Background: an optimization exercise with open tools, aiming at small area and a short achievable clock period. Do not read the settings as production practice. The RTL was checked by simulation tests, not by an equivalence proof against the original design.

==> 02-08 <==
Design EdgeRasterizer, start of the top module:
module EdgeRasterizer(clock,
						in_sig_start_new_triangle,
						in_sig_get_boundary_coords,
						in_sig_form_edges,
						in_sig_pixel_loop_setup,
						in_sig_rasterize_pixels,
						in_v0_screen_x, in_v0_screen_y,
						in_v1_screen_x, in_v1_screen_y,
						in_v2_screen_x, in_v2_screen_y,
						in_v0_depth, in_v1_depth, in_v2_depth,
						in_color,
						out_sig_rasterize_write_pixel,
						out_sig_rasterize_done,
						out_pixel_x, out_pixel_y,
						out_pixel_depth,
						out_pixel_color);
	input [0:0] clock;
	input [0:0] in_sig_start_new_triangle;
	input [0:0] in_sig_get_boundary_coords;
	input [0:0] in_sig_form_edges;
	input [0:0] in_sig_pixel_loop_setup;
	input [0:0] in_sig_rasterize_pixels;
	input [15:0] in_v0_screen_x, in_v0_screen_y;
	input [15:0] in_v1_screen_x, in_v1_screen_y;
	input [15:0] in_v2_screen_x, in_v2_screen_y;
	input [1:0] in_v0_depth, in_v1_depth, in_v2_depth;
	input [15:0] in_color;
	output [0:0] out_sig_rasterize_write_pixel;
	output [0:0] out_sig_rasterize_done;
	output [15:0] out_pixel_x, out_pixel_y;
	output [1:0] out_pixel_depth;
	output [15:0] out_pixel_color;
	wire st = in_sig_start_new_triangle;
	wire bd = in_sig_get_boundary_coords;
	wire fe = in_sig_form_edges;
	wire ls = in_sig_pixel_loop_setup;
	wire rs = in_sig_rasterize_pixels;
	reg ph_a, ph_b, ph_c;	 
	reg setup_bc;		 
	always @(posedge clock) begin
		if (st | bd | fe | ls | rs) begin
			ph_a <= st;
			ph_b <= bd;
			ph_c <= fe;
			setup_bc <= bd | fe;
		end
	end
	reg [15:0] r0, r1, r2, r3, r4, r5;
	reg [1:0] dep0, dep1, dep2;
	reg [15:0] color;
	reg [15:0] max_x;
	reg [15:0] x, y;
	reg [15:0] area;
	reg [15:0] e1, e2;
	reg [15:0] rs1, rs2;	 
	reg [8:0] m1, m2;
	reg j1, j2;
	reg nsel, nincx, nincy;	 
	wire [15:0] vx0 = r0, vy0 = r1, vx1 = r2, vy1 = r3, vx2 = r4, vy2 = r5;
	wire [15:0] a1, a2, b1, b2;
	wire ca1, ca2, cb1, cb2;	 
	EdgeRasterizer_add16 u_a1(vy2, ~vy0, 1'b1, a1, ca1);	 
	EdgeRasterizer_add16 u_a2(vy0, ~vy1, 1'b1, a2, ca2);	 
	EdgeRasterizer_add16 u_b1(vx0, ~vx2, 1'b1, b1, cb1);	 
	EdgeRasterizer_add16 u_b2(vx1, ~vx0, 1'b1, b2, cb2);	 
	wire za1 = ~|a1, za2 = ~|a2, zb1 = ~|b1, zb2 = ~|b2;
  ...
make LEC_CHECK=0 CAP_MARGIN=20 CORE_MARGIN=2 CORE_UTILIZATION=40 SLEW_MARGIN=20 finish   # period 28.0 ns
run.sh (not shown) runs the stock make flow with config.mk's settings and CLKGATE_MAP_FILE= SYNTH_SCRIPT=/design/flow/synth_recipe.tcl, a recipe that flattens the netlist after the stock synthesis.
==> 01-16: changes against 02-08 <==
--- a/flow/design.v
+++ b/flow/design.v
@@ -72,22 +72,24 @@
 			ph_c <= fe;
 			setup_bc <= bd | fe;
 		end
 	end
 	reg [15:0] r0, r1, r2, r3, r4, r5;
 	reg [1:0] dep0, dep1, dep2;
 	reg [15:0] color;
-	reg [15:0] max_x;
+	reg [15:0] max_x;		 
 	reg [15:0] x, y;
 	reg [15:0] area;
 	reg [15:0] e1, e2;
 	reg [15:0] rs1, rs2;	 
-	reg [8:0] m1, m2;
+	reg [8:0] p1l, p2l;	 
 	reg j1, j2;
 	reg nsel, nincx, nincy;	 
+	reg natx, naty;		 
+	reg w0, h0;		 
 	wire [15:0] vx0 = r0, vy0 = r1, vx1 = r2, vy1 = r3, vx2 = r4, vy2 = r5;
 	wire [15:0] a1, a2, b1, b2;
 	wire ca1, ca2, cb1, cb2;	 
 	EdgeRasterizer_add16 u_a1(vy2, ~vy0, 1'b1, a1, ca1);	 
 	EdgeRasterizer_add16 u_a2(vy0, ~vy1, 1'b1, a2, ca2);	 
 	EdgeRasterizer_add16 u_b1(vx0, ~vx2, 1'b1, b1, cb1);	 
 	EdgeRasterizer_add16 u_b2(vx1, ~vx0, 1'b1, b2, cb2);	 
@@ -103,18 +105,30 @@
 	wire kx0 = x10 & x20, kx1 = x01 & x21;		 
 	wire ky0 = y10 & y20, ky1 = y01 & y21;		 
 	wire [15:0] mnx = ix0 ? vx0 : ix1 ? vx1 : vx2;
 	wire [15:0] mny = iy0 ? vy0 : iy1 ? vy1 : vy2;
 	wire [15:0] mxx = kx0 ? vx0 : kx1 ? vx1 : vx2;
 	wire [15:0] mxy = ky0 ? vy0 : ky1 ? vy1 : vy2;
 	wire [15:0] xj = iy0 ? vx0 : iy1 ? vx1 : vx2;
-	wire [15:0] p1 = {r0[15:9], setup_bc ? r0[8:0] : m1};
-	wire [15:0] p2 = {r1[15:9], setup_bc ? r1[8:0] : m2};
-	wire [15:0] q1 = ph_b ? r3 : {r4[15:9], ph_c ? r4[8:0] : e1[8:0]};
-	wire [15:0] q2 = ph_b ? r2 : {r4[15:9], ph_c ? r4[8:0] : e2[8:0]};
+	wire [15:0] mxx_z, mxy_z;	 
+	assign mxx_z[0] = 1'b1;
+	assign mxy_z[0] = 1'b1;
+	genvar gi;
+	generate
+		for (gi = 1; gi < 16; gi = gi + 1) begin : dec
+			assign mxx_z[gi] = ~|mxx[gi - 1:0];
+			assign mxy_z[gi] = ~|mxy[gi - 1:0];
+		end
+	endgenerate
+	wire [15:0] mxx_m1 = mxx ^ mxx_z;
+	wire [15:0] mxy_m1 = mxy ^ mxy_z;
+	wire [15:0] p1 = {r0[15:9], p1l};
+	wire [15:0] p2 = {r1[15:9], p2l};
+	wire [15:0] q1 = e1;
+	wire [15:0] q2 = e2;
 	wire m1t_p1 = p1[0] & q1[0];
 	wire m1t_p2 = p1[1] & q1[0];
 	wire m1t_p3 = p1[2] & q1[0];
 	wire m1t_p4 = p1[3] & q1[0];
 	wire m1t_p5 = p1[4] & q1[0];
 	wire m1t_p6 = p1[5] & q1[0];
 	wire m1t_p7 = p1[6] & q1[0];
@@ -803,15 +817,15 @@
 	wire m2t_c342 = (m2t_s313 & m2t_c280) | (m2t_s313 & m2t_c312) | (m2t_c280 & m2t_c312);
 	wire m2t_s343 = m2t_s315 ^ m2t_c284 ^ m2t_c314;
 	wire m2t_c344 = (m2t_s315 & m2t_c284) | (m2t_s315 & m2t_c314) | (m2t_c284 & m2t_c314);
 	wire m2t_s345 = m2t_s317 ^ m2t_c288 ^ m2t_c316;
 	wire m2t_c346 = (m2t_s317 & m2t_c288) | (m2t_s317 & m2t_c316) | (m2t_c288 & m2t_c316);
 	wire [15:0] s2v = {m2t_s345, m2t_s343, m2t_s341, m2t_s339, m2t_s337, m2t_s335, m2t_s333, m2t_s331, m2t_s329, m2t_s327, m2t_s325, m2t_s323, m2t_s321, m2t_s319, m2t_p2, m2t_p1};
 	wire [15:0] c2v = {m2t_c344, m2t_c342, m2t_c340, m2t_c338, m2t_c336, m2t_c334, m2t_c332, m2t_c330, m2t_c328, m2t_c326, m2t_c324, m2t_c322, m2t_c320, m2t_p32, m2t_p17, 1'b0};
-	wire [15:0] area_c = e1 - e2;
+	wire [15:0] area_c = rs1 - rs2;
 	wire [15:0] u1 = (ph_c & j1) ? area_c : 16'd0;
 	wire [15:0] f1s = s1v ^ c1v ^ u1;
 	wire [15:0] f1c = (s1v & c1v) | (s1v & u1) | (c1v & u1);
 	wire [15:0] u2 = (ph_c & j2) ? area_c : 16'd0;
 	wire [15:0] f2s = s2v ^ c2v ^ u2;
 	wire [15:0] f2c = (s2v & c2v) | (s2v & u2) | (c2v & u2);
 	wire [15:0] xd;
@@ -846,16 +860,16 @@
 	wire [8:0] t1 = s1v[8:0] + c1v[8:0];
 	wire [8:0] t2 = s2v[8:0] + c2v[8:0];
 	wire [10:0] dsum = {2'b00, t1} + {2'b00, t2} + {2'b00, dep0, 1'b1, 6'd0};
 	wire [1:0] dq = (dsum[10:9] != 2'b00) ? 2'b11 : dsum[8:7];
 	wire [15:0] xi = x + {15'd0, nincx};
 	wire [15:0] yi = y + {15'd0, nincy};
 	wire [15:0] nx = nsel ? r4 : xi;
-	wire atx = (nx == max_x);
-	wire aty = (yi == r5);
+	wire atx = natx;
+	wire aty = naty;
 	wire [15:0] ea1 = setup_bc ? f1s : atx ? rs1 : e1;
 	wire [15:0] eb1 = setup_bc ? {f1c[14:0], 1'b0} : atx ? r2 : r0;
 	wire [15:0] ea2 = setup_bc ? f2s : atx ? rs2 : e2;
 	wire [15:0] eb2 = setup_bc ? {f2c[14:0], 1'b0} : atx ? r3 : r1;
 	wire [15:0] e1n = ea1 + eb1;
 	wire [15:0] e2n = ea2 + eb2;
 	wire hold = atx & aty;
@@ -868,48 +882,51 @@
 			dep1 <= in_v1_depth;
 			dep2 <= in_v2_depth;
 			color <= in_color;
 		end
 		if (st | bd) begin
 			r0 <= st ? in_v0_screen_x : a1;
 			r1 <= st ? in_v0_screen_y : a2;
-			r5 <= st ? in_v2_screen_y : mxy;
-		end
-		if (st | bd) begin
-			r2 <= st ? in_v1_screen_x : b1;
-			r3 <= st ? in_v1_screen_y : b2;
+			r2 <= bd ? b1 : in_v1_screen_x;
+			r3 <= bd ? b2 : in_v1_screen_y;
+			r5 <= bd ? mxy_m1 : in_v2_screen_y;
 		end
-		if (st | bd | fe | ls)
-			r4 <= st ? in_v2_screen_x : ph_a ? xj : ph_b ? xd : x;
+		if (st | bd | fe)
+			r4 <= st ? in_v2_screen_x : ph_a ? xj : x;
 		if (bd) begin
-			max_x <= mxx;
+			max_x <= mxx_m1;
+			w0 <= mnx == mxx;
+			h0 <= mny == mxy;
 			j1 <= iy1;
 			j2 <= ~iy0 & ~iy1;
 		end
 		if (bd | rs) begin
 			x <= ph_a ? mnx : nx;
 			y <= ph_a ? mny : yi;
 		end
-		if (ls) begin
+		if (ls)
 			area <= area_c;
-			m1 <= dd1 * {1'b0, inv};
-			m2 <= dd2 * {1'b0, inv};
+		if (bd | ls) begin
+			p1l <= ph_a ? a1[8:0] : dd1 * {1'b0, inv};
+			p2l <= ph_a ? a2[8:0] : dd2 * {1'b0, inv};
 		end
-		if (fe | ls | (rs & ~hold)) begin
-			e1 <= e1n;
-			e2 <= e2n;
+		if (bd | fe | ls | (rs & ~hold)) begin
+			e1 <= ph_a ? b2 : ph_b ? xd : e1n;
+			e2 <= ph_a ? b1 : ph_b ? xd : e2n;
 		end
-		if (ls | (rs & wrap)) begin
+		if (fe | ls | (rs & wrap)) begin
 			rs1 <= e1n;
 			rs2 <= e2n;
 		end
 		if (ls | rs) begin
 			nsel <= ~ph_c & wrap;
 			nincx <= ~ph_c & ~atx;
 			nincy <= ~ph_c & wrap;
+			natx <= ph_c ? w0 : hold | (wrap ? w0 : nx == max_x);
+			naty <= ph_c ? h0 : wrap ? yi == r5 : naty;
 		end
 		od <= dq;
 		wr <= rs & in_tri;
 		dn <= rs & hold;
 	end
 	assign out_sig_rasterize_write_pixel = wr;
 	assign out_sig_rasterize_done = dn;
==> flow/config.mk (replaced) <==
export PLATFORM = sky130hd
export DESIGN_NAME = EdgeRasterizer
export DESIGN_NICKNAME = EdgeRasterizer
export VERILOG_FILES = /design/flow/design.v
export SDC_FILE = /design/flow/constraint.sdc
export NUM_CORES = 4
export LEC_CHECK = 0
export CAP_MARGIN = 80
export CORE_MARGIN = 2
export CORE_UTILIZATION = 40
export SLEW_MARGIN = 80
==> reports/summary.md <==
The flow ran to the end and the layout has no timing, DRC or antenna violations. At the worst endpoint, the arrival time is 1.70 ns. In this run the most critical hold path is launched from w0. Timing analysis after detailed placement gives a worst setup slack of 20.59 ns. Multi-input logic gates represent a cell area share of 57.2%.

At the pin with the least slew margin, the transition time is 0.314 ns. The worst register-to-register path has a depth of 22. The signal on the critical path passes through clkdlybuf4s50_1. The die area was 82500 um^2; the register bit total from synthesis was 280. After Yosys synthesis, and, or, nand and nor cells account for 15.1% of the synthesized area.
# the run above: 01-16

==> reports/summary.md <==
The flow ran to the end and the layout has no timing, DRC or antenna violations. Of the total synthesized cell area, the portion taken by AND, OR, NAND and NOR gates is 13.1%. The die covers 79800 um^2.

The tools report the clock tree root buffer cell as sky130_fd_sc_hd__clkbuf_16. The worst setup path is launched from a primary input. Data arrival time of the critical path: 8.12 ns.

At the placement stage, the worst setup path has a slack of 19.53 ns. The startpoint identified for the worst hold timing path is area[15]. The number of cells traversed by the worst register-to-register path works out to 20. Traced cell by cell, the critical path runs through buf_6 -> buf_4 -> buf_4 -> a21o_1. By area, the combinational part of the netlist is dominated by adder cells.
# the run above: 02-08

